From an optimization exercise on the open Yosys and OpenROAD flow, aimed at small area and a short achievable clock period; shortcuts taken in it are not production practice.
At most, simulation tests tie the RTL to the original design; equivalence was not proved.
The RTL of run 1 was laid out without a check of its function.
Power is estimated from default activity; no workload was simulated.

[flow/design.v]
module rf_rd8(input [7:0] sel, input [7:0] d, output y);
assign y = |(sel & d);
endmodule
module rf_rd7(input [6:0] sel, input [6:0] d, output y);
assign y = |(sel & d);
endmodule
module rf_rd4(input [3:0] sel, input [3:0] d, output y);
assign y = |(sel & d);
endmodule
module rf_rdbit(input [31:1] sel, input [31:1] d, output q);
wire n1;
wire n2;
wire n3;
wire n4;
wire n5;
wire n6;
rf_rd8 u1(.sel(sel[8:1]), .d(d[8:1]), .y(n1));
rf_rd8 u2(.sel(sel[16:9]), .d(d[16:9]), .y(n2));
rf_rd8 u3(.sel(sel[24:17]), .d(d[24:17]), .y(n3));
rf_rd7 u4(.sel(sel[31:25]), .d(d[31:25]), .y(n4));
g_nor2 u5(.a(n1), .b(n2), .y(n5));
g_nor2 u6(.a(n3), .b(n4), .y(n6));
g_nand2 u7(.a(n5), .b(n6), .y(q));
endmodule
module rf_rdbit_pd(input [7:0] lo, input [3:0] hi, input [31:1] d, output q);
wire n1;
wire n2;
wire n3;
wire n4;
rf_rd7 u1(.sel(lo[7:1]), .d(d[7:1]), .y(n1));
rf_rd8 u2(.sel(lo), .d(d[15:8]), .y(n2));
rf_rd8 u3(.sel(lo), .d(d[23:16]), .y(n3));
rf_rd8 u4(.sel(lo), .d(d[31:24]), .y(n4));
rf_rd4 u5(.sel(hi), .d({n4, n3, n2, n1}), .y(q));
endmodule
module g_inv(input a, output y);
assign y = ~a;
endmodule
module g_nand2(input a, b, output y);
assign y = ~(a & b);
endmodule
module g_nor2(input a, b, output y);
assign y = ~(a | b);
endmodule
module g_nand4(input a, b, c, d, output y);
assign y = ~(a & b & c & d);
endmodule
module g_aoi21(input a, b, c, output y);
assign y = ~((a & b) | c);
endmodule
module g_oai21(input a, b, c, output y);
assign y = ~((a | b) & c);
endmodule
module g_aoi22(input a, b, c, d, output y);
assign y = ~((a & b) | (c & d));
endmodule
module g_xor2(input a, b, output y);
assign y = a ^ b;
endmodule
module g_xnor2(input a, b, output y);
assign y = ~(a ^ b);
endmodule
module add_ksp(input [31:0] a, input [31:0] b, output [31:0] s, output [31:0] s2, output [31:0] p);
wire n1;
wire n2;
wire n3;
wire n4;
wire n5;
wire n6;
wire n7;
wire n8;
wire n9;
wire n10;
wire n11;
wire n12;
wire n13;
wire n14;
wire n15;
wire n16;
wire n17;
wire n18;
wire n19;
wire n20;
wire n21;
wire n22;
wire n23;
wire n24;
wire n25;
wire n26;
wire n27;
wire n28;
wire n29;
wire n30;
wire n31;
wire n32;
wire n33;
wire n34;
wire n35;
wire n36;
wire n37;
wire n38;
wire n39;
wire n40;
wire n41;
wire n42;
wire n43;
wire n44;
wire n45;
wire n46;
wire n47;
wire n48;
wire n49;
wire n50;
wire n51;
wire n52;
wire n53;
wire n54;
wire n55;
wire n56;
wire n57;
wire n58;
wire n59;
wire n60;
wire n61;
wire n62;
wire n63;
wire n64;
wire n97;
wire n98;
wire n99;
wire n100;
wire n101;
wire n102;
wire n103;
wire n104;
wire n105;
wire n106;
wire n107;
wire n108;
wire n109;
wire n110;
wire n111;
wire n112;
wire n113;
wire n114;
wire n115;
wire n116;
wire n117;
wire n118;
wire n119;
wire n120;
wire n121;
wire n122;
wire n123;
wire n124;
wire n125;
wire n126;
wire n127;
wire n128;
wire n129;
wire n130;
wire n131;
wire n132;
wire n133;
wire n134;
wire n135;
wire n136;
wire n137;
wire n138;
wire n139;
wire n140;
wire n141;
wire n142;
wire n143;
wire n144;
wire n145;
wire n146;
wire n147;
wire n148;
wire n149;
wire n150;
wire n151;
wire n152;
wire n153;
wire n154;
wire n155;
wire n156;
wire n157;
wire n158;
wire n159;
wire n160;
wire n161;
wire n162;
wire n163;
wire n164;
wire n165;
wire n166;
wire n167;
wire n168;
wire n169;
wire n170;
wire n171;
wire n172;
wire n173;
wire n174;
wire n175;
wire n176;
wire n177;
wire n178;
wire n179;
wire n180;
wire n181;
wire n182;
wire n183;
wire n184;
wire n185;
wire n186;
wire n187;
wire n188;
wire n189;
wire n190;
wire n191;
wire n192;
wire n193;
wire n194;
wire n195;
wire n196;
wire n197;
wire n198;
wire n199;
wire n200;
wire n201;
wire n202;
wire n203;
wire n204;
wire n205;
wire n206;
wire n207;
wire n208;
wire n209;
wire n210;
wire n211;
wire n212;
wire n213;
wire n214;
wire n215;
wire n216;
wire n217;
wire n218;
wire n219;
wire n220;
wire n221;
wire n222;
wire n223;
wire n224;
wire n225;
wire n226;
wire n227;
wire n228;
wire n229;
wire n230;
wire n231;
wire n232;
wire n233;
wire n234;
wire n235;
wire n236;
wire n237;
wire n238;
wire n239;
wire n240;
wire n241;
wire n242;
wire n243;
wire n244;
wire n245;
wire n246;
wire n247;
wire n248;
wire n249;
wire n250;
wire n251;
wire n252;
wire n253;
wire n254;
wire n255;
wire n256;
wire n257;
wire n258;
wire n259;
wire n260;
wire n261;
wire n262;
wire n263;
wire n264;
wire n265;
wire n266;
wire n267;
wire n268;
wire n269;
wire n270;
wire n271;
wire n272;
wire n273;
wire n274;
wire n275;
wire n276;
wire n277;
wire n278;
wire n279;
wire n280;
wire n281;
wire n282;
wire n283;
wire n284;
wire n285;
wire n286;
wire n287;
wire n288;
wire n289;
wire n290;
wire n291;
wire n292;
wire n293;
wire n294;
wire n295;
wire n296;
wire n297;
wire n298;
wire n299;
wire n300;
wire n301;
wire n302;
wire n303;
wire n304;
wire n305;
wire n306;
wire n307;
wire n308;
wire n309;
wire n310;
wire n311;
wire n312;
wire n313;
wire n314;
wire n315;
wire n316;
wire n317;
wire n318;
wire n319;
wire n320;
wire n321;
wire n322;
wire n323;
wire n324;
wire n325;
wire n326;
wire n327;
wire n328;
wire n329;
wire n330;
wire n331;
wire n332;
wire n333;
wire n334;
wire n335;
wire n336;
wire n337;
wire n338;
g_nand2 u1(.a(a[0]), .b(b[0]), .y(n1));
g_nor2 u2(.a(a[0]), .b(b[0]), .y(n2));
g_nand2 u3(.a(a[1]), .b(b[1]), .y(n3));
g_nor2 u4(.a(a[1]), .b(b[1]), .y(n4));
g_nand2 u5(.a(a[2]), .b(b[2]), .y(n5));
g_nor2 u6(.a(a[2]), .b(b[2]), .y(n6));
g_nand2 u7(.a(a[3]), .b(b[3]), .y(n7));
g_nor2 u8(.a(a[3]), .b(b[3]), .y(n8));
g_nand2 u9(.a(a[4]), .b(b[4]), .y(n9));
g_nor2 u10(.a(a[4]), .b(b[4]), .y(n10));
g_nand2 u11(.a(a[5]), .b(b[5]), .y(n11));
g_nor2 u12(.a(a[5]), .b(b[5]), .y(n12));
g_nand2 u13(.a(a[6]), .b(b[6]), .y(n13));
g_nor2 u14(.a(a[6]), .b(b[6]), .y(n14));
g_nand2 u15(.a(a[7]), .b(b[7]), .y(n15));
g_nor2 u16(.a(a[7]), .b(b[7]), .y(n16));
g_nand2 u17(.a(a[8]), .b(b[8]), .y(n17));
g_nor2 u18(.a(a[8]), .b(b[8]), .y(n18));
g_nand2 u19(.a(a[9]), .b(b[9]), .y(n19));
g_nor2 u20(.a(a[9]), .b(b[9]), .y(n20));
g_nand2 u21(.a(a[10]), .b(b[10]), .y(n21));
g_nor2 u22(.a(a[10]), .b(b[10]), .y(n22));
g_nand2 u23(.a(a[11]), .b(b[11]), .y(n23));
g_nor2 u24(.a(a[11]), .b(b[11]), .y(n24));
g_nand2 u25(.a(a[12]), .b(b[12]), .y(n25));
g_nor2 u26(.a(a[12]), .b(b[12]), .y(n26));
g_nand2 u27(.a(a[13]), .b(b[13]), .y(n27));
g_nor2 u28(.a(a[13]), .b(b[13]), .y(n28));
g_nand2 u29(.a(a[14]), .b(b[14]), .y(n29));
g_nor2 u30(.a(a[14]), .b(b[14]), .y(n30));
g_nand2 u31(.a(a[15]), .b(b[15]), .y(n31));
g_nor2 u32(.a(a[15]), .b(b[15]), .y(n32));
g_nand2 u33(.a(a[16]), .b(b[16]), .y(n33));
g_nor2 u34(.a(a[16]), .b(b[16]), .y(n34));
g_nand2 u35(.a(a[17]), .b(b[17]), .y(n35));
g_nor2 u36(.a(a[17]), .b(b[17]), .y(n36));
g_nand2 u37(.a(a[18]), .b(b[18]), .y(n37));
g_nor2 u38(.a(a[18]), .b(b[18]), .y(n38));
g_nand2 u39(.a(a[19]), .b(b[19]), .y(n39));
g_nor2 u40(.a(a[19]), .b(b[19]), .y(n40));
g_nand2 u41(.a(a[20]), .b(b[20]), .y(n41));
g_nor2 u42(.a(a[20]), .b(b[20]), .y(n42));
g_nand2 u43(.a(a[21]), .b(b[21]), .y(n43));
g_nor2 u44(.a(a[21]), .b(b[21]), .y(n44));
g_nand2 u45(.a(a[22]), .b(b[22]), .y(n45));
g_nor2 u46(.a(a[22]), .b(b[22]), .y(n46));
g_nand2 u47(.a(a[23]), .b(b[23]), .y(n47));
g_nor2 u48(.a(a[23]), .b(b[23]), .y(n48));
g_nand2 u49(.a(a[24]), .b(b[24]), .y(n49));
g_nor2 u50(.a(a[24]), .b(b[24]), .y(n50));
g_nand2 u51(.a(a[25]), .b(b[25]), .y(n51));
g_nor2 u52(.a(a[25]), .b(b[25]), .y(n52));
g_nand2 u53(.a(a[26]), .b(b[26]), .y(n53));
g_nor2 u54(.a(a[26]), .b(b[26]), .y(n54));
g_nand2 u55(.a(a[27]), .b(b[27]), .y(n55));
g_nor2 u56(.a(a[27]), .b(b[27]), .y(n56));
g_nand2 u57(.a(a[28]), .b(b[28]), .y(n57));
g_nor2 u58(.a(a[28]), .b(b[28]), .y(n58));
g_nand2 u59(.a(a[29]), .b(b[29]), .y(n59));
g_nor2 u60(.a(a[29]), .b(b[29]), .y(n60));
g_nand2 u61(.a(a[30]), .b(b[30]), .y(n61));
g_nor2 u62(.a(a[30]), .b(b[30]), .y(n62));
g_nand2 u63(.a(a[31]), .b(b[31]), .y(n63));
g_nor2 u64(.a(a[31]), .b(b[31]), .y(n64));
g_xor2 u65(.a(a[0]), .b(b[0]), .y(p[0]));
g_xor2 u66(.a(a[1]), .b(b[1]), .y(p[1]));
g_xor2 u67(.a(a[2]), .b(b[2]), .y(p[2]));
g_xor2 u68(.a(a[3]), .b(b[3]), .y(p[3]));
g_xor2 u69(.a(a[4]), .b(b[4]), .y(p[4]));
g_xor2 u70(.a(a[5]), .b(b[5]), .y(p[5]));
g_xor2 u71(.a(a[6]), .b(b[6]), .y(p[6]));
g_xor2 u72(.a(a[7]), .b(b[7]), .y(p[7]));
g_xor2 u73(.a(a[8]), .b(b[8]), .y(p[8]));
g_xor2 u74(.a(a[9]), .b(b[9]), .y(p[9]));
g_xor2 u75(.a(a[10]), .b(b[10]), .y(p[10]));
g_xor2 u76(.a(a[11]), .b(b[11]), .y(p[11]));
g_xor2 u77(.a(a[12]), .b(b[12]), .y(p[12]));
g_xor2 u78(.a(a[13]), .b(b[13]), .y(p[13]));
g_xor2 u79(.a(a[14]), .b(b[14]), .y(p[14]));
g_xor2 u80(.a(a[15]), .b(b[15]), .y(p[15]));
g_xor2 u81(.a(a[16]), .b(b[16]), .y(p[16]));
g_xor2 u82(.a(a[17]), .b(b[17]), .y(p[17]));
g_xor2 u83(.a(a[18]), .b(b[18]), .y(p[18]));
g_xor2 u84(.a(a[19]), .b(b[19]), .y(p[19]));
g_xor2 u85(.a(a[20]), .b(b[20]), .y(p[20]));
g_xor2 u86(.a(a[21]), .b(b[21]), .y(p[21]));
g_xor2 u87(.a(a[22]), .b(b[22]), .y(p[22]));
g_xor2 u88(.a(a[23]), .b(b[23]), .y(p[23]));
g_xor2 u89(.a(a[24]), .b(b[24]), .y(p[24]));
g_xor2 u90(.a(a[25]), .b(b[25]), .y(p[25]));
g_xor2 u91(.a(a[26]), .b(b[26]), .y(p[26]));
g_xor2 u92(.a(a[27]), .b(b[27]), .y(p[27]));
g_xor2 u93(.a(a[28]), .b(b[28]), .y(p[28]));
g_xor2 u94(.a(a[29]), .b(b[29]), .y(p[29]));
g_xor2 u95(.a(a[30]), .b(b[30]), .y(p[30]));
g_xor2 u96(.a(a[31]), .b(b[31]), .y(p[31]));
g_oai21 u97(.a(n4), .b(n1), .c(n3), .y(n97));
g_oai21 u98(.a(n6), .b(n3), .c(n5), .y(n98));
g_nor2 u99(.a(n6), .b(n4), .y(n99));
g_oai21 u100(.a(n8), .b(n5), .c(n7), .y(n100));
g_nor2 u101(.a(n8), .b(n6), .y(n101));
g_oai21 u102(.a(n10), .b(n7), .c(n9), .y(n102));
g_nor2 u103(.a(n10), .b(n8), .y(n103));
g_oai21 u104(.a(n12), .b(n9), .c(n11), .y(n104));
g_nor2 u105(.a(n12), .b(n10), .y(n105));
g_oai21 u106(.a(n14), .b(n11), .c(n13), .y(n106));
g_nor2 u107(.a(n14), .b(n12), .y(n107));
g_oai21 u108(.a(n16), .b(n13), .c(n15), .y(n108));
g_nor2 u109(.a(n16), .b(n14), .y(n109));
g_oai21 u110(.a(n18), .b(n15), .c(n17), .y(n110));
g_nor2 u111(.a(n18), .b(n16), .y(n111));
g_oai21 u112(.a(n20), .b(n17), .c(n19), .y(n112));
g_nor2 u113(.a(n20), .b(n18), .y(n113));
g_oai21 u114(.a(n22), .b(n19), .c(n21), .y(n114));
g_nor2 u115(.a(n22), .b(n20), .y(n115));
g_oai21 u116(.a(n24), .b(n21), .c(n23), .y(n116));
g_nor2 u117(.a(n24), .b(n22), .y(n117));
g_oai21 u118(.a(n26), .b(n23), .c(n25), .y(n118));
g_nor2 u119(.a(n26), .b(n24), .y(n119));
g_oai21 u120(.a(n28), .b(n25), .c(n27), .y(n120));
g_nor2 u121(.a(n28), .b(n26), .y(n121));
g_oai21 u122(.a(n30), .b(n27), .c(n29), .y(n122));
g_nor2 u123(.a(n30), .b(n28), .y(n123));
g_oai21 u124(.a(n32), .b(n29), .c(n31), .y(n124));
g_nor2 u125(.a(n32), .b(n30), .y(n125));
g_oai21 u126(.a(n34), .b(n31), .c(n33), .y(n126));
g_nor2 u127(.a(n34), .b(n32), .y(n127));
g_oai21 u128(.a(n36), .b(n33), .c(n35), .y(n128));
g_nor2 u129(.a(n36), .b(n34), .y(n129));
g_oai21 u130(.a(n38), .b(n35), .c(n37), .y(n130));
g_nor2 u131(.a(n38), .b(n36), .y(n131));
g_oai21 u132(.a(n40), .b(n37), .c(n39), .y(n132));
g_nor2 u133(.a(n40), .b(n38), .y(n133));
g_oai21 u134(.a(n42), .b(n39), .c(n41), .y(n134));
g_nor2 u135(.a(n42), .b(n40), .y(n135));
g_oai21 u136(.a(n44), .b(n41), .c(n43), .y(n136));
g_nor2 u137(.a(n44), .b(n42), .y(n137));
g_oai21 u138(.a(n46), .b(n43), .c(n45), .y(n138));
g_nor2 u139(.a(n46), .b(n44), .y(n139));
g_oai21 u140(.a(n48), .b(n45), .c(n47), .y(n140));
g_nor2 u141(.a(n48), .b(n46), .y(n141));
g_oai21 u142(.a(n50), .b(n47), .c(n49), .y(n142));
g_nor2 u143(.a(n50), .b(n48), .y(n143));
g_oai21 u144(.a(n52), .b(n49), .c(n51), .y(n144));
g_nor2 u145(.a(n52), .b(n50), .y(n145));
g_oai21 u146(.a(n54), .b(n51), .c(n53), .y(n146));
g_nor2 u147(.a(n54), .b(n52), .y(n147));
g_oai21 u148(.a(n56), .b(n53), .c(n55), .y(n148));
g_nor2 u149(.a(n56), .b(n54), .y(n149));
g_oai21 u150(.a(n58), .b(n55), .c(n57), .y(n150));
g_nor2 u151(.a(n58), .b(n56), .y(n151));
g_oai21 u152(.a(n60), .b(n57), .c(n59), .y(n152));
g_nor2 u153(.a(n60), .b(n58), .y(n153));
g_oai21 u154(.a(n62), .b(n59), .c(n61), .y(n154));
g_nor2 u155(.a(n62), .b(n60), .y(n155));
g_oai21 u156(.a(n64), .b(n61), .c(n63), .y(n156));
g_nor2 u157(.a(n64), .b(n62), .y(n157));
g_inv u158(.a(n1), .y(n158));
g_aoi21 u159(.a(n99), .b(n158), .c(n98), .y(n159));
g_aoi21 u160(.a(n101), .b(n97), .c(n100), .y(n160));
g_aoi21 u161(.a(n103), .b(n98), .c(n102), .y(n161));
g_nand2 u162(.a(n103), .b(n99), .y(n162));
g_aoi21 u163(.a(n105), .b(n100), .c(n104), .y(n163));
g_nand2 u164(.a(n105), .b(n101), .y(n164));
g_aoi21 u165(.a(n107), .b(n102), .c(n106), .y(n165));
g_nand2 u166(.a(n107), .b(n103), .y(n166));
g_aoi21 u167(.a(n109), .b(n104), .c(n108), .y(n167));
g_nand2 u168(.a(n109), .b(n105), .y(n168));
g_aoi21 u169(.a(n111), .b(n106), .c(n110), .y(n169));
g_nand2 u170(.a(n111), .b(n107), .y(n170));
g_aoi21 u171(.a(n113), .b(n108), .c(n112), .y(n171));
g_nand2 u172(.a(n113), .b(n109), .y(n172));
g_aoi21 u173(.a(n115), .b(n110), .c(n114), .y(n173));
g_nand2 u174(.a(n115), .b(n111), .y(n174));
g_aoi21 u175(.a(n117), .b(n112), .c(n116), .y(n175));
g_nand2 u176(.a(n117), .b(n113), .y(n176));
g_aoi21 u177(.a(n119), .b(n114), .c(n118), .y(n177));
g_nand2 u178(.a(n119), .b(n115), .y(n178));
g_aoi21 u179(.a(n121), .b(n116), .c(n120), .y(n179));
g_nand2 u180(.a(n121), .b(n117), .y(n180));
g_aoi21 u181(.a(n123), .b(n118), .c(n122), .y(n181));
g_nand2 u182(.a(n123), .b(n119), .y(n182));
g_aoi21 u183(.a(n125), .b(n120), .c(n124), .y(n183));
g_nand2 u184(.a(n125), .b(n121), .y(n184));
g_aoi21 u185(.a(n127), .b(n122), .c(n126), .y(n185));
g_nand2 u186(.a(n127), .b(n123), .y(n186));
g_aoi21 u187(.a(n129), .b(n124), .c(n128), .y(n187));
g_nand2 u188(.a(n129), .b(n125), .y(n188));
g_aoi21 u189(.a(n131), .b(n126), .c(n130), .y(n189));
g_nand2 u190(.a(n131), .b(n127), .y(n190));
g_aoi21 u191(.a(n133), .b(n128), .c(n132), .y(n191));
g_nand2 u192(.a(n133), .b(n129), .y(n192));
g_aoi21 u193(.a(n135), .b(n130), .c(n134), .y(n193));
g_nand2 u194(.a(n135), .b(n131), .y(n194));
g_aoi21 u195(.a(n137), .b(n132), .c(n136), .y(n195));
g_nand2 u196(.a(n137), .b(n133), .y(n196));
g_aoi21 u197(.a(n139), .b(n134), .c(n138), .y(n197));
g_nand2 u198(.a(n139), .b(n135), .y(n198));
g_aoi21 u199(.a(n141), .b(n136), .c(n140), .y(n199));
g_nand2 u200(.a(n141), .b(n137), .y(n200));
g_aoi21 u201(.a(n143), .b(n138), .c(n142), .y(n201));
g_nand2 u202(.a(n143), .b(n139), .y(n202));
g_aoi21 u203(.a(n145), .b(n140), .c(n144), .y(n203));
g_nand2 u204(.a(n145), .b(n141), .y(n204));
g_aoi21 u205(.a(n147), .b(n142), .c(n146), .y(n205));
g_nand2 u206(.a(n147), .b(n143), .y(n206));
g_aoi21 u207(.a(n149), .b(n144), .c(n148), .y(n207));
g_nand2 u208(.a(n149), .b(n145), .y(n208));
g_aoi21 u209(.a(n151), .b(n146), .c(n150), .y(n209));
g_nand2 u210(.a(n151), .b(n147), .y(n210));
g_aoi21 u211(.a(n153), .b(n148), .c(n152), .y(n211));
g_nand2 u212(.a(n153), .b(n149), .y(n212));
g_aoi21 u213(.a(n155), .b(n150), .c(n154), .y(n213));
g_nand2 u214(.a(n155), .b(n151), .y(n214));
g_aoi21 u215(.a(n157), .b(n152), .c(n156), .y(n215));
g_nand2 u216(.a(n157), .b(n153), .y(n216));
g_inv u217(.a(n158), .y(n217));
g_inv u218(.a(n97), .y(n218));
g_oai21 u219(.a(n162), .b(n217), .c(n161), .y(n219));
g_oai21 u220(.a(n164), .b(n218), .c(n163), .y(n220));
g_oai21 u221(.a(n166), .b(n159), .c(n165), .y(n221));
g_oai21 u222(.a(n168), .b(n160), .c(n167), .y(n222));
g_oai21 u223(.a(n170), .b(n161), .c(n169), .y(n223));
g_nor2 u224(.a(n170), .b(n162), .y(n224));
g_oai21 u225(.a(n172), .b(n163), .c(n171), .y(n225));
g_nor2 u226(.a(n172), .b(n164), .y(n226));
g_oai21 u227(.a(n174), .b(n165), .c(n173), .y(n227));
g_nor2 u228(.a(n174), .b(n166), .y(n228));
g_oai21 u229(.a(n176), .b(n167), .c(n175), .y(n229));
g_nor2 u230(.a(n176), .b(n168), .y(n230));
g_oai21 u231(.a(n178), .b(n169), .c(n177), .y(n231));
g_nor2 u232(.a(n178), .b(n170), .y(n232));
g_oai21 u233(.a(n180), .b(n171), .c(n179), .y(n233));
g_nor2 u234(.a(n180), .b(n172), .y(n234));
g_oai21 u235(.a(n182), .b(n173), .c(n181), .y(n235));
g_nor2 u236(.a(n182), .b(n174), .y(n236));
g_oai21 u237(.a(n184), .b(n175), .c(n183), .y(n237));
g_nor2 u238(.a(n184), .b(n176), .y(n238));
g_oai21 u239(.a(n186), .b(n177), .c(n185), .y(n239));
g_nor2 u240(.a(n186), .b(n178), .y(n240));
g_oai21 u241(.a(n188), .b(n179), .c(n187), .y(n241));
g_nor2 u242(.a(n188), .b(n180), .y(n242));
g_oai21 u243(.a(n190), .b(n181), .c(n189), .y(n243));
g_nor2 u244(.a(n190), .b(n182), .y(n244));
g_oai21 u245(.a(n192), .b(n183), .c(n191), .y(n245));
g_nor2 u246(.a(n192), .b(n184), .y(n246));
g_oai21 u247(.a(n194), .b(n185), .c(n193), .y(n247));
g_nor2 u248(.a(n194), .b(n186), .y(n248));
g_oai21 u249(.a(n196), .b(n187), .c(n195), .y(n249));
g_nor2 u250(.a(n196), .b(n188), .y(n250));
g_oai21 u251(.a(n198), .b(n189), .c(n197), .y(n251));
g_nor2 u252(.a(n198), .b(n190), .y(n252));
g_oai21 u253(.a(n200), .b(n191), .c(n199), .y(n253));
g_nor2 u254(.a(n200), .b(n192), .y(n254));
g_oai21 u255(.a(n202), .b(n193), .c(n201), .y(n255));
g_nor2 u256(.a(n202), .b(n194), .y(n256));
g_oai21 u257(.a(n204), .b(n195), .c(n203), .y(n257));
g_nor2 u258(.a(n204), .b(n196), .y(n258));
g_oai21 u259(.a(n206), .b(n197), .c(n205), .y(n259));
g_nor2 u260(.a(n206), .b(n198), .y(n260));
g_oai21 u261(.a(n208), .b(n199), .c(n207), .y(n261));
g_nor2 u262(.a(n208), .b(n200), .y(n262));
g_oai21 u263(.a(n210), .b(n201), .c(n209), .y(n263));
g_nor2 u264(.a(n210), .b(n202), .y(n264));
g_oai21 u265(.a(n212), .b(n203), .c(n211), .y(n265));
g_nor2 u266(.a(n212), .b(n204), .y(n266));
g_oai21 u267(.a(n214), .b(n205), .c(n213), .y(n267));
g_nor2 u268(.a(n214), .b(n206), .y(n268));
g_oai21 u269(.a(n216), .b(n207), .c(n215), .y(n269));
g_nor2 u270(.a(n216), .b(n208), .y(n270));
g_inv u271(.a(n217), .y(n271));
g_inv u272(.a(n218), .y(n272));
g_inv u273(.a(n159), .y(n273));
g_inv u274(.a(n160), .y(n274));
g_aoi21 u275(.a(n224), .b(n271), .c(n223), .y(n275));
g_aoi21 u276(.a(n226), .b(n272), .c(n225), .y(n276));
g_aoi21 u277(.a(n228), .b(n273), .c(n227), .y(n277));
g_aoi21 u278(.a(n230), .b(n274), .c(n229), .y(n278));
g_aoi21 u279(.a(n232), .b(n219), .c(n231), .y(n279));
g_aoi21 u280(.a(n234), .b(n220), .c(n233), .y(n280));
g_aoi21 u281(.a(n236), .b(n221), .c(n235), .y(n281));
g_aoi21 u282(.a(n238), .b(n222), .c(n237), .y(n282));
g_aoi21 u283(.a(n240), .b(n223), .c(n239), .y(n283));
g_nand2 u284(.a(n240), .b(n224), .y(n284));
g_aoi21 u285(.a(n242), .b(n225), .c(n241), .y(n285));
g_nand2 u286(.a(n242), .b(n226), .y(n286));
g_aoi21 u287(.a(n244), .b(n227), .c(n243), .y(n287));
g_nand2 u288(.a(n244), .b(n228), .y(n288));
g_aoi21 u289(.a(n246), .b(n229), .c(n245), .y(n289));
g_nand2 u290(.a(n246), .b(n230), .y(n290));
g_aoi21 u291(.a(n248), .b(n231), .c(n247), .y(n291));
g_nand2 u292(.a(n248), .b(n232), .y(n292));
g_aoi21 u293(.a(n250), .b(n233), .c(n249), .y(n293));
g_nand2 u294(.a(n250), .b(n234), .y(n294));
g_aoi21 u295(.a(n252), .b(n235), .c(n251), .y(n295));
g_nand2 u296(.a(n252), .b(n236), .y(n296));
g_aoi21 u297(.a(n254), .b(n237), .c(n253), .y(n297));
g_nand2 u298(.a(n254), .b(n238), .y(n298));
g_aoi21 u299(.a(n256), .b(n239), .c(n255), .y(n299));
g_nand2 u300(.a(n256), .b(n240), .y(n300));
g_aoi21 u301(.a(n258), .b(n241), .c(n257), .y(n301));
g_nand2 u302(.a(n258), .b(n242), .y(n302));
g_aoi21 u303(.a(n260), .b(n243), .c(n259), .y(n303));
g_nand2 u304(.a(n260), .b(n244), .y(n304));
g_aoi21 u305(.a(n262), .b(n245), .c(n261), .y(n305));
g_nand2 u306(.a(n262), .b(n246), .y(n306));
g_aoi21 u307(.a(n264), .b(n247), .c(n263), .y(n307));
g_nand2 u308(.a(n264), .b(n248), .y(n308));
g_aoi21 u309(.a(n266), .b(n249), .c(n265), .y(n309));
g_nand2 u310(.a(n266), .b(n250), .y(n310));
g_aoi21 u311(.a(n268), .b(n251), .c(n267), .y(n311));
g_nand2 u312(.a(n268), .b(n252), .y(n312));
g_aoi21 u313(.a(n270), .b(n253), .c(n269), .y(n313));
g_nand2 u314(.a(n270), .b(n254), .y(n314));
g_inv u315(.a(n271), .y(n315));
g_inv u316(.a(n272), .y(n316));
g_inv u317(.a(n273), .y(n317));
g_inv u318(.a(n274), .y(n318));
g_inv u319(.a(n219), .y(n319));
g_inv u320(.a(n220), .y(n320));
g_inv u321(.a(n221), .y(n321));
g_inv u322(.a(n222), .y(n322));
g_oai21 u323(.a(n284), .b(n315), .c(n283), .y(n323));
g_oai21 u324(.a(n286), .b(n316), .c(n285), .y(n324));
g_oai21 u325(.a(n288), .b(n317), .c(n287), .y(n325));
g_oai21 u326(.a(n290), .b(n318), .c(n289), .y(n326));
g_oai21 u327(.a(n292), .b(n319), .c(n291), .y(n327));
g_oai21 u328(.a(n294), .b(n320), .c(n293), .y(n328));
g_oai21 u329(.a(n296), .b(n321), .c(n295), .y(n329));
g_oai21 u330(.a(n298), .b(n322), .c(n297), .y(n330));
g_oai21 u331(.a(n300), .b(n275), .c(n299), .y(n331));
g_oai21 u332(.a(n302), .b(n276), .c(n301), .y(n332));
g_oai21 u333(.a(n304), .b(n277), .c(n303), .y(n333));
g_oai21 u334(.a(n306), .b(n278), .c(n305), .y(n334));
g_oai21 u335(.a(n308), .b(n279), .c(n307), .y(n335));
g_oai21 u336(.a(n310), .b(n280), .c(n309), .y(n336));
g_oai21 u337(.a(n312), .b(n281), .c(n311), .y(n337));
g_oai21 u338(.a(n314), .b(n282), .c(n313), .y(n338));
g_xnor2 u339(.a(p[1]), .b(n315), .y(s[1]));
g_xnor2 u340(.a(p[1]), .b(n315), .y(s2[1]));
g_xnor2 u341(.a(p[2]), .b(n316), .y(s[2]));
g_xnor2 u342(.a(p[2]), .b(n316), .y(s2[2]));
g_xnor2 u343(.a(p[3]), .b(n317), .y(s[3]));
g_xnor2 u344(.a(p[3]), .b(n317), .y(s2[3]));
g_xnor2 u345(.a(p[4]), .b(n318), .y(s[4]));
g_xnor2 u346(.a(p[4]), .b(n318), .y(s2[4]));
g_xnor2 u347(.a(p[5]), .b(n319), .y(s[5]));
g_xnor2 u348(.a(p[5]), .b(n319), .y(s2[5]));
g_xnor2 u349(.a(p[6]), .b(n320), .y(s[6]));
g_xnor2 u350(.a(p[6]), .b(n320), .y(s2[6]));
g_xnor2 u351(.a(p[7]), .b(n321), .y(s[7]));
g_xnor2 u352(.a(p[7]), .b(n321), .y(s2[7]));
g_xnor2 u353(.a(p[8]), .b(n322), .y(s[8]));
g_xnor2 u354(.a(p[8]), .b(n322), .y(s2[8]));
g_xnor2 u355(.a(p[9]), .b(n275), .y(s[9]));
g_xnor2 u356(.a(p[9]), .b(n275), .y(s2[9]));
g_xnor2 u357(.a(p[10]), .b(n276), .y(s[10]));
g_xnor2 u358(.a(p[10]), .b(n276), .y(s2[10]));
g_xnor2 u359(.a(p[11]), .b(n277), .y(s[11]));
g_xnor2 u360(.a(p[11]), .b(n277), .y(s2[11]));
g_xnor2 u361(.a(p[12]), .b(n278), .y(s[12]));
g_xnor2 u362(.a(p[12]), .b(n278), .y(s2[12]));
g_xnor2 u363(.a(p[13]), .b(n279), .y(s[13]));
g_xnor2 u364(.a(p[13]), .b(n279), .y(s2[13]));
g_xnor2 u365(.a(p[14]), .b(n280), .y(s[14]));
g_xnor2 u366(.a(p[14]), .b(n280), .y(s2[14]));
g_xnor2 u367(.a(p[15]), .b(n281), .y(s[15]));
g_xnor2 u368(.a(p[15]), .b(n281), .y(s2[15]));
g_xnor2 u369(.a(p[16]), .b(n282), .y(s[16]));
g_xnor2 u370(.a(p[16]), .b(n282), .y(s2[16]));
g_xor2 u371(.a(p[17]), .b(n323), .y(s[17]));
g_xor2 u372(.a(p[17]), .b(n323), .y(s2[17]));
g_xor2 u373(.a(p[18]), .b(n324), .y(s[18]));
g_xor2 u374(.a(p[18]), .b(n324), .y(s2[18]));
g_xor2 u375(.a(p[19]), .b(n325), .y(s[19]));
g_xor2 u376(.a(p[19]), .b(n325), .y(s2[19]));
g_xor2 u377(.a(p[20]), .b(n326), .y(s[20]));
g_xor2 u378(.a(p[20]), .b(n326), .y(s2[20]));
g_xor2 u379(.a(p[21]), .b(n327), .y(s[21]));
g_xor2 u380(.a(p[21]), .b(n327), .y(s2[21]));
g_xor2 u381(.a(p[22]), .b(n328), .y(s[22]));
g_xor2 u382(.a(p[22]), .b(n328), .y(s2[22]));
g_xor2 u383(.a(p[23]), .b(n329), .y(s[23]));
g_xor2 u384(.a(p[23]), .b(n329), .y(s2[23]));
g_xor2 u385(.a(p[24]), .b(n330), .y(s[24]));
g_xor2 u386(.a(p[24]), .b(n330), .y(s2[24]));
g_xor2 u387(.a(p[25]), .b(n331), .y(s[25]));
g_xor2 u388(.a(p[25]), .b(n331), .y(s2[25]));
g_xor2 u389(.a(p[26]), .b(n332), .y(s[26]));
g_xor2 u390(.a(p[26]), .b(n332), .y(s2[26]));
g_xor2 u391(.a(p[27]), .b(n333), .y(s[27]));
g_xor2 u392(.a(p[27]), .b(n333), .y(s2[27]));
g_xor2 u393(.a(p[28]), .b(n334), .y(s[28]));
g_xor2 u394(.a(p[28]), .b(n334), .y(s2[28]));
g_xor2 u395(.a(p[29]), .b(n335), .y(s[29]));
g_xor2 u396(.a(p[29]), .b(n335), .y(s2[29]));
g_xor2 u397(.a(p[30]), .b(n336), .y(s[30]));
g_xor2 u398(.a(p[30]), .b(n336), .y(s2[30]));
g_xor2 u399(.a(p[31]), .b(n337), .y(s[31]));
g_xor2 u400(.a(p[31]), .b(n337), .y(s2[31]));
assign s[0] = p[0];
assign s2[0] = p[0];
endmodule
module xor32(input [31:0] a, input [31:0] b, output [31:0] y);
assign y = a ^ b;
endmodule
module add_sk_cy(input [31:0] a, input [31:0] b, input [31:0] p, input cin, output [31:0] c);
wire [31:0] g = a & b;
wire g_0 = g[0] | (p[0] & cin);
wire G0_1 = g[1] | (p[1] & g_0);
wire G0_3 = g[3] | (p[3] & g[2]);
wire P0_3 = p[3] & p[2];
wire G0_5 = g[5] | (p[5] & g[4]);
wire P0_5 = p[5] & p[4];
wire G0_7 = g[7] | (p[7] & g[6]);
wire P0_7 = p[7] & p[6];
wire G0_9 = g[9] | (p[9] & g[8]);
wire P0_9 = p[9] & p[8];
wire G0_11 = g[11] | (p[11] & g[10]);
wire P0_11 = p[11] & p[10];
wire G0_13 = g[13] | (p[13] & g[12]);
wire P0_13 = p[13] & p[12];
wire G0_15 = g[15] | (p[15] & g[14]);
wire P0_15 = p[15] & p[14];
wire G0_17 = g[17] | (p[17] & g[16]);
wire P0_17 = p[17] & p[16];
wire G0_19 = g[19] | (p[19] & g[18]);
wire P0_19 = p[19] & p[18];
wire G0_21 = g[21] | (p[21] & g[20]);
wire P0_21 = p[21] & p[20];
wire G0_23 = g[23] | (p[23] & g[22]);
wire P0_23 = p[23] & p[22];
wire G0_25 = g[25] | (p[25] & g[24]);
wire P0_25 = p[25] & p[24];
wire G0_27 = g[27] | (p[27] & g[26]);
wire P0_27 = p[27] & p[26];
wire G0_29 = g[29] | (p[29] & g[28]);
wire P0_29 = p[29] & p[28];
wire G0_31 = g[31] | (p[31] & g[30]);
wire P0_31 = p[31] & p[30];
wire G1_2 = g[2] | (p[2] & G0_1);
wire G1_3 = G0_3 | (P0_3 & G0_1);
wire G1_6 = g[6] | (p[6] & G0_5);
wire P1_6 = p[6] & P0_5;
wire G1_7 = G0_7 | (P0_7 & G0_5);
wire P1_7 = P0_7 & P0_5;
wire G1_10 = g[10] | (p[10] & G0_9);
wire P1_10 = p[10] & P0_9;
wire G1_11 = G0_11 | (P0_11 & G0_9);
wire P1_11 = P0_11 & P0_9;
wire G1_14 = g[14] | (p[14] & G0_13);
wire P1_14 = p[14] & P0_13;
wire G1_15 = G0_15 | (P0_15 & G0_13);
wire P1_15 = P0_15 & P0_13;
wire G1_18 = g[18] | (p[18] & G0_17);
wire P1_18 = p[18] & P0_17;
wire G1_19 = G0_19 | (P0_19 & G0_17);
wire P1_19 = P0_19 & P0_17;
wire G1_22 = g[22] | (p[22] & G0_21);
wire P1_22 = p[22] & P0_21;
wire G1_23 = G0_23 | (P0_23 & G0_21);
wire P1_23 = P0_23 & P0_21;
wire G1_26 = g[26] | (p[26] & G0_25);
wire P1_26 = p[26] & P0_25;
wire G1_27 = G0_27 | (P0_27 & G0_25);
wire P1_27 = P0_27 & P0_25;
wire G1_30 = g[30] | (p[30] & G0_29);
wire P1_30 = p[30] & P0_29;
wire G1_31 = G0_31 | (P0_31 & G0_29);
wire P1_31 = P0_31 & P0_29;
wire G2_4 = g[4] | (p[4] & G1_3);
wire G2_5 = G0_5 | (P0_5 & G1_3);
wire G2_6 = G1_6 | (P1_6 & G1_3);
wire G2_7 = G1_7 | (P1_7 & G1_3);
wire G2_12 = g[12] | (p[12] & G1_11);
wire P2_12 = p[12] & P1_11;
wire G2_13 = G0_13 | (P0_13 & G1_11);
wire P2_13 = P0_13 & P1_11;
wire G2_14 = G1_14 | (P1_14 & G1_11);
wire P2_14 = P1_14 & P1_11;
wire G2_15 = G1_15 | (P1_15 & G1_11);
wire P2_15 = P1_15 & P1_11;
wire G2_20 = g[20] | (p[20] & G1_19);
wire P2_20 = p[20] & P1_19;
wire G2_21 = G0_21 | (P0_21 & G1_19);
wire P2_21 = P0_21 & P1_19;
wire G2_22 = G1_22 | (P1_22 & G1_19);
wire P2_22 = P1_22 & P1_19;
wire G2_23 = G1_23 | (P1_23 & G1_19);
wire P2_23 = P1_23 & P1_19;
wire G2_28 = g[28] | (p[28] & G1_27);
wire P2_28 = p[28] & P1_27;
wire G2_29 = G0_29 | (P0_29 & G1_27);
wire P2_29 = P0_29 & P1_27;
wire G2_30 = G1_30 | (P1_30 & G1_27);
wire P2_30 = P1_30 & P1_27;
wire G2_31 = G1_31 | (P1_31 & G1_27);
wire P2_31 = P1_31 & P1_27;
wire G3_8 = g[8] | (p[8] & G2_7);
wire G3_9 = G0_9 | (P0_9 & G2_7);
wire G3_10 = G1_10 | (P1_10 & G2_7);
wire G3_11 = G1_11 | (P1_11 & G2_7);
wire G3_12 = G2_12 | (P2_12 & G2_7);
wire G3_13 = G2_13 | (P2_13 & G2_7);
wire G3_14 = G2_14 | (P2_14 & G2_7);
wire G3_15 = G2_15 | (P2_15 & G2_7);
wire G3_24 = g[24] | (p[24] & G2_23);
wire P3_24 = p[24] & P2_23;
wire G3_25 = G0_25 | (P0_25 & G2_23);
wire P3_25 = P0_25 & P2_23;
wire G3_26 = G1_26 | (P1_26 & G2_23);
wire P3_26 = P1_26 & P2_23;
wire G3_27 = G1_27 | (P1_27 & G2_23);
wire P3_27 = P1_27 & P2_23;
wire G3_28 = G2_28 | (P2_28 & G2_23);
wire P3_28 = P2_28 & P2_23;
wire G3_29 = G2_29 | (P2_29 & G2_23);
wire P3_29 = P2_29 & P2_23;
wire G3_30 = G2_30 | (P2_30 & G2_23);
wire P3_30 = P2_30 & P2_23;
wire G3_31 = G2_31 | (P2_31 & G2_23);
wire P3_31 = P2_31 & P2_23;
wire G4_16 = g[16] | (p[16] & G3_15);
wire G4_17 = G0_17 | (P0_17 & G3_15);
wire G4_18 = G1_18 | (P1_18 & G3_15);
wire G4_19 = G1_19 | (P1_19 & G3_15);
wire G4_20 = G2_20 | (P2_20 & G3_15);
wire G4_21 = G2_21 | (P2_21 & G3_15);
wire G4_22 = G2_22 | (P2_22 & G3_15);
wire G4_23 = G2_23 | (P2_23 & G3_15);
wire G4_24 = G3_24 | (P3_24 & G3_15);
wire G4_25 = G3_25 | (P3_25 & G3_15);
wire G4_26 = G3_26 | (P3_26 & G3_15);
wire G4_27 = G3_27 | (P3_27 & G3_15);
wire G4_28 = G3_28 | (P3_28 & G3_15);
wire G4_29 = G3_29 | (P3_29 & G3_15);
wire G4_30 = G3_30 | (P3_30 & G3_15);
wire G4_31 = G3_31 | (P3_31 & G3_15);
assign c[0] = g_0;
assign c[1] = G0_1;
assign c[2] = G1_2;
assign c[3] = G1_3;
assign c[4] = G2_4;
assign c[5] = G2_5;
assign c[6] = G2_6;
assign c[7] = G2_7;
assign c[8] = G3_8;
assign c[9] = G3_9;
assign c[10] = G3_10;
assign c[11] = G3_11;
assign c[12] = G3_12;
assign c[13] = G3_13;
assign c[14] = G3_14;
assign c[15] = G3_15;
assign c[16] = G4_16;
assign c[17] = G4_17;
assign c[18] = G4_18;
assign c[19] = G4_19;
assign c[20] = G4_20;
assign c[21] = G4_21;
assign c[22] = G4_22;
assign c[23] = G4_23;
assign c[24] = G4_24;
assign c[25] = G4_25;
assign c[26] = G4_26;
assign c[27] = G4_27;
assign c[28] = G4_28;
assign c[29] = G4_29;
assign c[30] = G4_30;
assign c[31] = G4_31;
endmodule
module add_sk(input [31:0] a, input [31:0] b, input cin, output [31:0] s, output [31:0] p, output cout);
wire [31:0] c;
xor32 u_p(.a(a), .b(b), .y(p));
add_sk_cy u_c(.a(a), .b(b), .p(p), .cin(cin), .c(c));
xor32 u_s(.a(p), .b({c[30:0], cin}), .y(s));
assign cout = c[31];
endmodule
module ltu32(input [31:0] a, input [31:0] b, input [31:0] p, output lt);
wire [31:0] g = a & ~b;
wire [31:0] q = ~p;
wire G0_0 = g[1] | (q[1] & (g[0] | q[0]));
wire G0_2 = g[3] | (q[3] & g[2]);
wire P0_2 = q[3] & q[2];
wire G0_4 = g[5] | (q[5] & g[4]);
wire P0_4 = q[5] & q[4];
wire G0_6 = g[7] | (q[7] & g[6]);
wire P0_6 = q[7] & q[6];
wire G0_8 = g[9] | (q[9] & g[8]);
wire P0_8 = q[9] & q[8];
wire G0_10 = g[11] | (q[11] & g[10]);
wire P0_10 = q[11] & q[10];
wire G0_12 = g[13] | (q[13] & g[12]);
wire P0_12 = q[13] & q[12];
wire G0_14 = g[15] | (q[15] & g[14]);
wire P0_14 = q[15] & q[14];
wire G0_16 = g[17] | (q[17] & g[16]);
wire P0_16 = q[17] & q[16];
wire G0_18 = g[19] | (q[19] & g[18]);
wire P0_18 = q[19] & q[18];
wire G0_20 = g[21] | (q[21] & g[20]);
wire P0_20 = q[21] & q[20];
wire G0_22 = g[23] | (q[23] & g[22]);
wire P0_22 = q[23] & q[22];
wire G0_24 = g[25] | (q[25] & g[24]);
wire P0_24 = q[25] & q[24];
wire G0_26 = g[27] | (q[27] & g[26]);
wire P0_26 = q[27] & q[26];
wire G0_28 = g[29] | (q[29] & g[28]);
wire P0_28 = q[29] & q[28];
wire G0_30 = g[31] | (q[31] & g[30]);
wire P0_30 = q[31] & q[30];
wire G1_0 = G0_2 | (P0_2 & G0_0);
wire G1_2 = G0_6 | (P0_6 & G0_4);
wire P1_2 = P0_6 & P0_4;
wire G1_4 = G0_10 | (P0_10 & G0_8);
wire P1_4 = P0_10 & P0_8;
wire G1_6 = G0_14 | (P0_14 & G0_12);
wire P1_6 = P0_14 & P0_12;
wire G1_8 = G0_18 | (P0_18 & G0_16);
wire P1_8 = P0_18 & P0_16;
wire G1_10 = G0_22 | (P0_22 & G0_20);
wire P1_10 = P0_22 & P0_20;
wire G1_12 = G0_26 | (P0_26 & G0_24);
wire P1_12 = P0_26 & P0_24;
wire G1_14 = G0_30 | (P0_30 & G0_28);
wire P1_14 = P0_30 & P0_28;
wire G2_0 = G1_2 | (P1_2 & G1_0);
wire G2_2 = G1_6 | (P1_6 & G1_4);
wire P2_2 = P1_6 & P1_4;
wire G2_4 = G1_10 | (P1_10 & G1_8);
wire P2_4 = P1_10 & P1_8;
wire G2_6 = G1_14 | (P1_14 & G1_12);
wire P2_6 = P1_14 & P1_12;
wire G3_0 = G2_2 | (P2_2 & G2_0);
wire G3_2 = G2_6 | (P2_6 & G2_4);
wire P3_2 = P2_6 & P2_4;
wire G4_0 = G3_2 | (P3_2 & G3_0);
assign lt = ~G4_0;
endmodule
`timescale 1ns / 1ps
module rv_core(
    input clk,
    input rst_n,                 
    output [31:0] imem_addr,
    input  [31:0] imem_rdata,
    output [31:0] dmem_addr,
    output [31:0] dmem_wdata,
    output        dmem_we,
    input  [31:0] dmem_rdata
    );
wire [31:0] ins = imem_rdata;
wire [6:0]  op  = ins[6:0];
wire [2:0]  f3  = ins[14:12];
wire [4:0]  rd  = ins[11:7];
wire [4:0]  rs1 = ins[19:15];
wire [4:0]  rs2 = ins[24:20];
wire is_op    = (op == 7'b0110011);
wire is_opimm = (op == 7'b0010011);
wire is_lui   = (op == 7'b0110111);
wire is_load  = (op == 7'b0000011);
wire is_store = (op == 7'b0100011);
wire is_br    = (op == 7'b1100011);
wire is_jal   = (op == 7'b1101111);
reg  [31:1] pc_q;
wire [31:0] pc  = {pc_q, 1'b0};
wire [31:0] pc4 = {pc[31:2] + 30'd1, pc[1:0]};
reg  [31:0] rf [1:31];
wire        wen = rst_n & (is_op | is_opimm | is_lui | is_load | is_jal);
reg  [31:0] wdata;
integer k;
always @(posedge clk)
    for (k = 1; k < 32; k = k + 1)
        if (wen && rd == k)
            rf[k] <= wdata;
wire [31:0] lo1, lo2;        
wire [15:0] hi1, hi2;        
genvar c;
generate
    for (c = 0; c < 4; c = c + 1) begin : g_dec
        rf_dec u_d1(.rs(rs1), .lo(lo1[8*c +: 8]), .hi(hi1[4*c +: 4]));
        rf_dec u_d2(.rs(rs2), .lo(lo2[8*c +: 8]), .hi(hi2[4*c +: 4]));
    end
endgenerate
wire [31:0] r1, r2;
genvar i, j;
generate
    for (i = 0; i < 32; i = i + 1) begin : g_rd
        wire [31:1] col;
        for (j = 1; j < 32; j = j + 1) begin : g_c
            assign col[j] = rf[j][i];
        end
        rf_rdbit_pd u_r1(.lo(lo1[8*(i/8) +: 8]), .hi(hi1[4*(i/8) +: 4]), .d(col), .q(r1[i]));
        rf_rdbit_pd u_r2(.lo(lo2[8*(i/8) +: 8]), .hi(hi2[4*(i/8) +: 4]), .d(col), .q(r2[i]));
    end
endgenerate
wire [31:0] imm_is = {{21{ins[31]}}, ins[30:25], (ins[5] ? ins[11:7] : ins[24:20])};
wire        b_reg  = ins[5] & (ins[4] | ins[6]);
wire [31:0] b      = b_reg ? r2 : imm_is;
wire [31:0] sum;             
wire [31:0] sum_o;           
wire [31:0] p;               
add_ksp u_add(.a(r1), .b(b), .s(sum_o), .s2(sum), .p(p));
wire        ltu;
ltu32 u_ltu(.a(r1), .b(b), .p(p), .lt(ltu));
wire        lts    = (r1[31] ^ b[31]) ? r1[31] : ltu;
wire        eq     = ~|p;        
reg [31:0] alu;
always @(*)
    case (f3)
        3'b000:  alu = sum;
        3'b010:  alu = {31'd0, lts};
        3'b011:  alu = {31'd0, ltu};
        3'b110:  alu = r1 | b;
        default: alu = 32'd0;
    endcase
always @(*)
    if (ins[2])
        wdata = ins[3] ? pc4 : {ins[31:12], 12'd0};
    else
        wdata = ins[4] ? alu : dmem_rdata;
wire [31:0] imm_bj = ins[3] ? {{12{ins[31]}}, ins[19:12], ins[20], ins[30:21], 1'b0}
                            : {{20{ins[31]}}, ins[7], ins[30:25], ins[11:8], 1'b0};
wire [31:0] target;
wire [31:0] unused_p;
wire        unused_c;
add_sk u_tgt(.a(pc), .b(imm_bj), .cin(1'b0), .s(target), .p(unused_p), .cout(unused_c));
wire        taken  = (is_br & eq) | is_jal;
always @(posedge clk)
    if (~rst_n)
        pc_q <= 31'd0;
    else
        pc_q <= taken ? target[31:1] : pc4[31:1];
assign imem_addr  = pc;
assign dmem_addr  = sum_o;
assign dmem_wdata = r2;
assign dmem_we    = is_store & rst_n;
endmodule
module rf_dec(
    input  [4:0] rs,
    output [7:0] lo,
    output [3:0] hi
    );
genvar k;
generate
    for (k = 0; k < 8; k = k + 1) begin : g_lo
        assign lo[k] = (rs[2:0] == k);
    end
    for (k = 0; k < 4; k = k + 1) begin : g_hi
        assign hi[k] = (rs[4:3] == k);
    end
endgenerate
endmodule
[flow/flow/run.sh]
#!/bin/bash
# Layout flow: the standard layout (standard.sh: ORFS synthesis to final
# layout), run unchanged for synthesis, then with these differences:
#  * port buffers are buf_2 cells instead of ORFS's default choice (a
#    clkdlybuf4s50_1 delay cell); every port still gets its buffer;
#  * CTS builds its tree from clkbuf_16 with larger sink clusters and
#    no dummy loads.
# Each tool's full output goes to a log in this folder (and ORFS's own per-step
# logs under orfs/logs/).
set -euo pipefail
bash standard.sh synth > synth.log 2>&1
export BUFFER_PORTS_ARGS="-buffer_cell sky130_fd_sc_hd__buf_2"
export CTS_ARGS="-sink_clustering_enable -repair_clock_nets -dont_use_dummy_load -sink_clustering_size 30 -sink_clustering_max_diameter 100 -buf_list {sky130_fd_sc_hd__clkbuf_16}"
bash standard.sh > layout.log 2>&1
[flow/standard.sh]
#!/bin/bash
# synth_recipe.tcl (not shown) runs the flow's synth.tcl, then flattens the netlist and writes it again
# the make line also repeats each setting of config.mk as NAME=value (left out here)
make -C /OpenROAD-flow-scripts/flow DESIGN_CONFIG=/design/flow/config.mk WORK_HOME=/design/flow/orfs CLKGATE_MAP_FILE= SYNTH_SCRIPT=/design/flow/synth_recipe.tcl "${@:-finish}"
[flow/config.mk]
export PLATFORM = sky130hd
export DESIGN_NAME = rv_core
export DESIGN_NICKNAME = rv_core
export VERILOG_FILES = /design/flow/design.v
export SDC_FILE = /design/flow/constraint.sdc
export NUM_CORES = 4
export LEC_CHECK = 0
export CAP_MARGIN = 20
export CORE_MARGIN = 2
export CORE_UTILIZATION = 65
export SETUP_SLACK_MARGIN = 4
export SLEW_MARGIN = 20
export SYNTH_HIERARCHICAL = 1
[flow/constraint.sdc]
create_clock -name core_clock -period 12.5 [get_ports {clk}]
set_input_delay 2.5000 -clock core_clock [delete_from_list [all_inputs] [get_ports {clk}]]
set_output_delay 2.5000 -clock core_clock [all_outputs]
set_load 0.01 [all_outputs]
==> out/metrics.csv, run 1 <==
stage,metric,value,unit
floorplanning,Die H,278,um
cts,cts hold-fix bufs,0,
global_routing,overflow left after global routing,0,
min_path,min-delay worst type,reg -> reg,
sta,Clock Skew,0.0759,ns
cts,clk slew on worst S/H paths,0.11,ns
yosys,yosys warns,8,
global_routing,initial antenna violation count,7,
power,pwr dens,123,nW/um^2
run_status,status,no timing/DRC/antenna violations,
cts,Clock Root Buffer,clkbuf_16,
sta,highest clock rate,115,MHz
critical_path,peak fanout along the critical path,16,
floorplanning,Site Rows,100,
place,DP HPWL,113000,um
sta,Final TNS setup,0,ns
global_routing,total track usage,0.496,
power,sw power,1.97,mW
sta,fin crit share,0.694,
floorplanning,Die X,278,um
finish,multi-input logic area,19700,um^2
route,First DRT Iteration DRCs,9345,
cts,maximum root-to-sink buffer count,3,
route,final WL,200000,um
finish,"commonest non-fill, non-tap cell in the layout",a22oi_1,
critical_path,WP buf/inv,3,
sta,final setup fails,0,
finish,# diodes,0,
critical_path,"Cell Chain, Critical Path",clkbuf_4 > buf_6 > and3_2 > a22oi_1 > nand4_1 > a22oi_1 > nand2_2 > a21o_1 > nor2_2 > nor2_1 > nand2_1 > nor2_1 > nand2_1 > o21ai_2 > xor2_2 > buf_2,
power,total power,6.79,mW
cts,CTS sink cnt,1023,
sta,Relative slew margins,0.132,
cts,CTS buffer count,41,
floorplanning,die area,77100,um^2
yosys,synthesized cell area,48700,um^2
critical_path,Critical Path Start Type,primary input,
place,Placement Setup Slack,2.68,ns
power,combinational power share,0.207,
flow_run,max-cap violation count,0,
critical_path,critical path's slowest cell,and3_2,
sta,final hold violations,0,
cts,H-tree depth,2,
finish,layout cells sized above 1,0.195,
floorplanning,core footprint,74300,um^2
route,post-route ant nets,0,
critical_path,"Largest stage delay, worst path",0.65,ns
critical_path,Worst EP required,10.00,ns
route,DRC,0,
route,routed vias,42540,
power,Int Power,4.82,mW
route,routed vias/inst,8.49,
global_routing,largest net degree at the start of global routing,59,
yosys,Syn Area/Cell,13.1,um^2
power,P_leak,17.6,nW
yosys,Cells after Synth,3716,
route,drt first pass iters,13,
global_routing,first-pass GRT wire length,276000,um
route,Routed wire per std cell,40.0,um
critical_path,Worst Setup End Kind,output port,
sta,actual slew at the worst max-slew pin,1.29,ns
power,Sequential Power Share,0.560,
sta,RSZ-0062 raised after global routing,yes,
sta,Final WS setup,3.83,ns
critical_path,WS Path Type,in -> out,
finish,Layout area overhead,13.2,%
critical_path,largest delay contributor family on the critical path,simple AND/OR/NAND/NOR gates,
place,port buffer count,161,
cts,worst skew pair latency,0.65,ns
power,Clk pwr share,0.233,
floorplanning,I/O pin cnt,163,
sta,max-slew violation count,0,
place,Routability Congestion,0.986,
sta,hold_ws,0.643,ns
cts,TritonCTS clock tree,done,
floorplanning,Initial Util,0.655,
sta,Final Critical Period,8.67,ns
finish,register area,30400,um^2
power,sw frac,0.290,
finish,Final nets,4109,
finish,fillers,4746,
critical_path,CP Data Arrival Time,6.17,ns
global_routing,vias in the first global route,40486,
finish,most frequent cells in the layout,"a22oi_1, edfxtp_1, nand4_1",
power,VDD IR-drop max,0.188,mV
metrics by stage:
step | cell area (um^2) | cells | utilization
after floorplan | 48800 | 3721 | -
after global placement | 51700 | 4872 | 0.695
after detailed placement | 51700 | 4872 | 0.695
after CTS | 53800 | 4965 | 0.724
final | 55100 | 5008 | 0.742
after global routing | 55100 | 5008 | 0.742
layer usage:
layer	wire (um)	vias to the layer above	part of all wire	GRT usage
li1	-	16371	-	-
met1	60600	19815	0.30	0.632
met2	81800	4992	0.41	0.707
met3	38100	1356	0.19	0.184
met4	19500	6	0.097	0.340
met5	68	-	0.00034	0.00250
timing repair:
action                                 in CTS  in global routing
gates cloned                               27                 13
setup endpoints to repair                  31                 25
resized for setup                         178                195
endpoints found under the hold margin       0                  0
buffers inserted                           25                 29
pin swaps                                  20                 28
worst paths after layout:
| check | from | to | slack [ns] | cells past startpoint |
|---|---|---|---|---|
| worst min register to register | pc_q[1]$_SDFFE_PN0P_ | pc_q[1]$_SDFFE_PN0P_ | 0.64 | 2 |
| worst min-delay path | pc_q[1]$_SDFFE_PN0P_ | pc_q[1]$_SDFFE_PN0P_ | 0.64 | 2 |
| worst max-delay path | imem_rdata[22] | dmem_addr[30] | 3.83 | 16 |
| worst max register to register | rf[1][31]$_DFFE_PP_ | rf[4][0]$_DFFE_PP_ | 7.82 | 16 |
state kept, by name, summed over array words and instances (netlist names):
register	flops
rf	992
pc_q	31
worst reg2reg max path, stage by stage, from the launching register on:
cell and delay, ns:
edfxtp_1 0.40, a222oi_1 0.32, nand3_1 0.15, a22oi_1 0.22, nand2_1 0.23, a21oi_1 0.39, inv_1 0.16, xor2_2 0.26
nor4_2 0.42, nand2_1 0.18, or4_1 0.63, a21oi_1 0.23, a2111oi_2 0.06, a31oi_1 0.24, o211a_1 0.18, nor3_2 0.05
buf_4 0.25
power groups by stage:
stage          Sequential (mW)  Combinational (mW)  Clock (mW)
4_1_cts                   3.80                1.24        1.56
5_1_grt                   3.80                1.44        1.67
6_report                  3.80                1.41        1.58
3_3_place_gp              3.88                1.15           0
2_1_floorplan             3.88               0.680           0
3_5_place_dp              3.88                1.17           0
layout make-up:
type | count | area share
Sequential cell | 1023 | 0.552
Multi-Input combinational cell | 2611 | 0.357
Timing Repair Buffer | 320 | 0.0473
Tap cell | 969 | 0.0220
Clock buffer | 41 | 0.0186
Inverter | 44 | 0.00300
==> inputs of run 2 (changes only) <==
--- a/flow/design.v
+++ b/flow/design.v
@@ -35,2 +35,35 @@
 endmodule
+module rf_rdbit3(input [31:1] sel, input [31:1] d, output q);
+wire n1;
+wire n2;
+wire n3;
+wire n4;
+wire n5;
+wire n6;
+wire n7;
+wire n8;
+wire n9;
+wire n10;
+wire n11;
+wire n12;
+wire n13;
+wire n14;
+wire n15;
+g_aoi222 u1(.a(sel[1]), .b(d[1]), .c(sel[2]), .d(d[2]), .e(sel[3]), .f(d[3]), .y(n1));
+g_aoi222 u2(.a(sel[4]), .b(d[4]), .c(sel[5]), .d(d[5]), .e(sel[6]), .f(d[6]), .y(n2));
+g_aoi222 u3(.a(sel[7]), .b(d[7]), .c(sel[8]), .d(d[8]), .e(sel[9]), .f(d[9]), .y(n3));
+g_aoi222 u4(.a(sel[10]), .b(d[10]), .c(sel[11]), .d(d[11]), .e(sel[12]), .f(d[12]), .y(n4));
+g_aoi222 u5(.a(sel[13]), .b(d[13]), .c(sel[14]), .d(d[14]), .e(sel[15]), .f(d[15]), .y(n5));
+g_aoi222 u6(.a(sel[16]), .b(d[16]), .c(sel[17]), .d(d[17]), .e(sel[18]), .f(d[18]), .y(n6));
+g_aoi222 u7(.a(sel[19]), .b(d[19]), .c(sel[20]), .d(d[20]), .e(sel[21]), .f(d[21]), .y(n7));
+g_aoi222 u8(.a(sel[22]), .b(d[22]), .c(sel[23]), .d(d[23]), .e(sel[24]), .f(d[24]), .y(n8));
+g_aoi222 u9(.a(sel[25]), .b(d[25]), .c(sel[26]), .d(d[26]), .e(sel[27]), .f(d[27]), .y(n9));
+g_aoi222 u10(.a(sel[28]), .b(d[28]), .c(sel[29]), .d(d[29]), .e(sel[30]), .f(d[30]), .y(n10));
+g_nand2 u11(.a(sel[31]), .b(d[31]), .y(n11));
+g_nand4 u12(.a(n1), .b(n2), .c(n3), .d(n4), .y(n12));
+g_nand4 u13(.a(n5), .b(n6), .c(n7), .d(n8), .y(n13));
+g_and3 u14(.a(n9), .b(n10), .c(n11), .y(n14));
+g_nor2 u15(.a(n12), .b(n13), .y(n15));
+g_nand2 u16(.a(n15), .b(n14), .y(q));
+endmodule
 module g_inv(input a, output y);
@@ -56,2 +89,14 @@
 endmodule
+module g_aoi222(input a, b, c, d, e, f, output y);
+assign y = ~((a & b) | (c & d) | (e & f));
+endmodule
+module g_nand3(input a, b, c, output y);
+assign y = ~(a & b & c);
+endmodule
+module g_nor3(input a, b, c, output y);
+assign y = ~(a | b | c);
+endmodule
+module g_and3(input a, b, c, output y);
+assign y = a & b & c;
+endmodule
 module g_xor2(input a, b, output y);
@@ -1044,9 +1089,8 @@
             rf[k] <= wdata;
-wire [31:0] lo1, lo2;        
-wire [15:0] hi1, hi2;        
+wire [61:0] sel1, sel2;      
 genvar c;
 generate
-    for (c = 0; c < 4; c = c + 1) begin : g_dec
-        rf_dec u_d1(.rs(rs1), .lo(lo1[8*c +: 8]), .hi(hi1[4*c +: 4]));
-        rf_dec u_d2(.rs(rs2), .lo(lo2[8*c +: 8]), .hi(hi2[4*c +: 4]));
+    for (c = 0; c < 2; c = c + 1) begin : g_dec
+        rf_dec u_d1(.rs(rs1), .sel(sel1[31*c +: 31]));
+        rf_dec u_d2(.rs(rs2), .sel(sel2[31*c +: 31]));
     end
@@ -1061,4 +1105,4 @@
         end
-        rf_rdbit_pd u_r1(.lo(lo1[8*(i/8) +: 8]), .hi(hi1[4*(i/8) +: 4]), .d(col), .q(r1[i]));
-        rf_rdbit_pd u_r2(.lo(lo2[8*(i/8) +: 8]), .hi(hi2[4*(i/8) +: 4]), .d(col), .q(r2[i]));
+        rf_rdbit3 u_r1(.sel(sel1[31*(i/16) +: 31]), .d(col), .q(r1[i]));
+        rf_rdbit3 u_r2(.sel(sel2[31*(i/16) +: 31]), .d(col), .q(r2[i]));
     end
@@ -1108,5 +1152,4 @@
 module rf_dec(
-    input  [4:0] rs,
-    output [7:0] lo,
-    output [3:0] hi
+    input  [4:0]  rs,
+    output [30:0] sel
     );
@@ -1114,7 +1157,4 @@
 generate
-    for (k = 0; k < 8; k = k + 1) begin : g_lo
-        assign lo[k] = (rs[2:0] == k);
-    end
-    for (k = 0; k < 4; k = k + 1) begin : g_hi
-        assign hi[k] = (rs[4:3] == k);
+    for (k = 1; k < 32; k = k + 1) begin : g_sel
+        assign sel[k-1] = (rs == k);
     end
--- a/flow/flow/run.sh
+++ b/flow/flow/run.sh
@@ -5,3 +5,3 @@
 #    clkdlybuf4s50_1 delay cell); every port still gets its buffer;
-#  * CTS builds its tree from clkbuf_16 with larger sink clusters and
+#  * CTS builds its tree from clkbuf_8/clkbuf_16 with larger sink clusters and
 #    no dummy loads.
@@ -12,3 +12,3 @@
 export BUFFER_PORTS_ARGS="-buffer_cell sky130_fd_sc_hd__buf_2"
-export CTS_ARGS="-sink_clustering_enable -repair_clock_nets -dont_use_dummy_load -sink_clustering_size 30 -sink_clustering_max_diameter 100 -buf_list {sky130_fd_sc_hd__clkbuf_16}"
+export CTS_ARGS="-sink_clustering_enable -repair_clock_nets -dont_use_dummy_load -sink_clustering_size 20 -sink_clustering_max_diameter 80 -buf_list {sky130_fd_sc_hd__clkbuf_8 sky130_fd_sc_hd__clkbuf_16}"
 bash standard.sh > layout.log 2>&1
==> out/metrics.csv, run 2 <==
stage,metric,value,unit,change
critical_path,peak fanout along the critical path,16,,unchanged
run_status,status,no timing/DRC/antenna violations,,
floorplanning,I/O pin cnt,163,,unchanged
global_routing,overflow left after global routing,0,,unchanged
cts,maximum root-to-sink buffer count,3,,unchanged
sta,actual slew at the worst max-slew pin,0.993,ns,-0.295 ns
critical_path,Worst Setup End Kind,output port,,
floorplanning,Die X,273,um,-1.6%
finish,"commonest non-fill, non-tap cell in the layout",edfxtp_1,,
sta,final hold violations,0,,unchanged
place,DP HPWL,115000,um,+1.2%
route,DRC,0,,unchanged
sta,Clock Skew,0.148,ns,+0.0724 ns
finish,layout cells sized above 1,0.260,,+0.0649
floorplanning,die area,74600,um^2,-3.2%
finish,Largest regs,"rf (992), pc_q (31)",,
critical_path,"Largest stage delay, worst path",0.45,ns,-0.20 ns
route,Routed wire per std cell,38.8,um,-2.9%
critical_path,RR Endpoint,rf[23][0]$_DFFE_PP_,,
place,placed insts,4578,,-6.0%
route,drt first pass iters,15,,+2
flow_run,max-cap violation count,0,,unchanged
critical_path,CP Data Arrival Time,6.26,ns,+0.09 ns
global_routing,largest net degree at the start of global routing,59,,unchanged
cts,worst skew pair latency,0.71,ns,+0.06 ns
sta,fin crit share,0.701,,+0.00679
sta,Final Critical Period,8.76,ns,+0.0849 ns
yosys,Syn Area/Cell,13.8,um^2,+5.1%
sta,Final TNS setup,0,ns,unchanged
min_path,Worst Hold Path EP,pc_q[1]$_SDFFE_PN0P_,,
floorplanning,Site Rows,98,,-2.0%
place,Post-DP Area,50200,um^2,-2.9%
route,post-route ant nets,0,,unchanged
route,final WL,186000,um,-6.9%
finish,Layout area overhead,17.3,%,
power,P_leak,18.0,nW,+2.0%
global_routing,GRT busiest layer,met2,,
finish,Top reg by flops,rf,,
power,pwr dens,130,nW/um^2,+5.6%
min_path,hold wc startpoint,pc_q[1]$_SDFFE_PN0P_,,
yosys,Cells after Synth,3420,,-8.0%
cts,cts hold-fix bufs,0,,unchanged
global_routing,met3 usage,0.151,,-0.0330
finish,# diodes,0,,unchanged
sta,hold_ws,0.680,ns,+0.0373 ns
finish,Final nets,3923,,-4.5%
global_routing,total track usage,0.473,,-0.0222
cts,CTS buffer count,60,,+46%
floorplanning,core footprint,71600,um^2,-3.6%
run 2: cell count changes in the layout (fill, tap and decap cells not counted), moves of 43 or more:
cell and change:
nand4_1 -64, a222oi_1 +576, nor2_4 +92, nor2_1 +68, and3b_4 -43, buf_4 +136, and3_1 +64, nand2_1 +51
nand3_1 -64, a22oi_1 -1005
run 2: how the worst max path moves through the flow:
stage	startpoint	endpoint	slack (ns)	cells past startpoint
floorplan	imem_rdata[24]	dmem_addr[30]	4.71	15
global placement	imem_rdata[20]	dmem_addr[18]	2.98	15
detailed placement	imem_rdata[20]	dmem_addr[18]	2.90	15
CTS	imem_rdata[21]	dmem_addr[28]	3.98	17
global route	imem_rdata[21]	dmem_addr[29]	3.78	17
finish	imem_rdata[21]	dmem_addr[31]	3.74	17
run 2: routing by layer:
layer | part of all wire | vias up | routed length [um]
li1 | - | 15724 | -
met4 | 0.094 | 2 | 17500
met5 | 0.00048 | - | 89
met2 | 0.42 | 4733 | 78800
met1 | 0.31 | 19072 | 57200
met3 | 0.18 | 1120 | 32800
run 2: final cells by class:
cell class              instances  area (um^2)
clock buffers                  60         1500
fillers                      4331        16400
inverters                      44          165
multi-input cells            2269        18300
flip-flops and latches       1023        30400
well taps                     950         1190
repair buffers                457         3730
run 2: stage by stage:
step,total power [mW],util,worst slack (ns)
floorplan,4.53,-,4.71
global placement,5.01,0.700,2.98
finish,7.19,0.772,3.74
detailed placement,5.02,0.701,2.90
global route,7.31,0.772,3.78
CTS,6.94,0.744,3.98
run 2: critical path: cells and delay by family:
kind	cells	cell delay (ns)
xor+xnor	1	0.22
simple gates	7	1.75
compound gates	6	1.23
buf+inv	3	0.55
run 2: repair_timing:
item | in CTS | in global routing
gates cloned | 0 | 9
resized for setup | 289 | 176
buffers inserted | 48 | 108
setup endpoints to repair | 32 | 29
pin swaps | 98 | 152
run 2: power breakdown:
part | total [mW] | leakage, nW | internal, mW | switching, mW
combinational | 1.49 | 7.93 | 0.484 | 1.01
sequential | 3.80 | 9.31 | 3.80 | 0.00537
clock | 1.89 | 0.739 | 0.844 | 1.05
total | 7.19 | 18.0 | 5.12 | 2.06

what the ideal ports hide:
How much do the figures lean on ideal ports? The routed layouts below were timed once more, with nothing changed but the port constraints.
Step 1 (the two cells are an assumption about what drives the block):
set clk [get_ports {clk}]
set_driving_cell -lib_cell sky130_fd_sc_hd__clkbuf_16 $clk
set_driving_cell -lib_cell sky130_fd_sc_hd__buf_2 [delete_from_list [all_inputs] $clk]
Step 2 adds t to the input delays and takes it off the output delays; t is the mean of the earliest and latest rising clock arrival at the registers after step 1. Input paths then give back, and output paths get back, about the clock's delay inside the block.
a / b / c = ideal ports / drivers / drivers and shift; a / b = the first two.
run | t (ns) | slack for setup (ns) | worst setup path after step 2 | cell pins on the clock port's net
run 1 | 0.681 | 3.826 / 3.778 / 3.778 | input to output | 1
run 2 | 0.705 | 3.741 / 3.489 / 3.489 | input to output | 1
After both steps setup and hold are still met in every run listed. The setup slack of run 2, which loses most, moves by -0.252 ns with the drivers and by -0.252 ns with both steps.
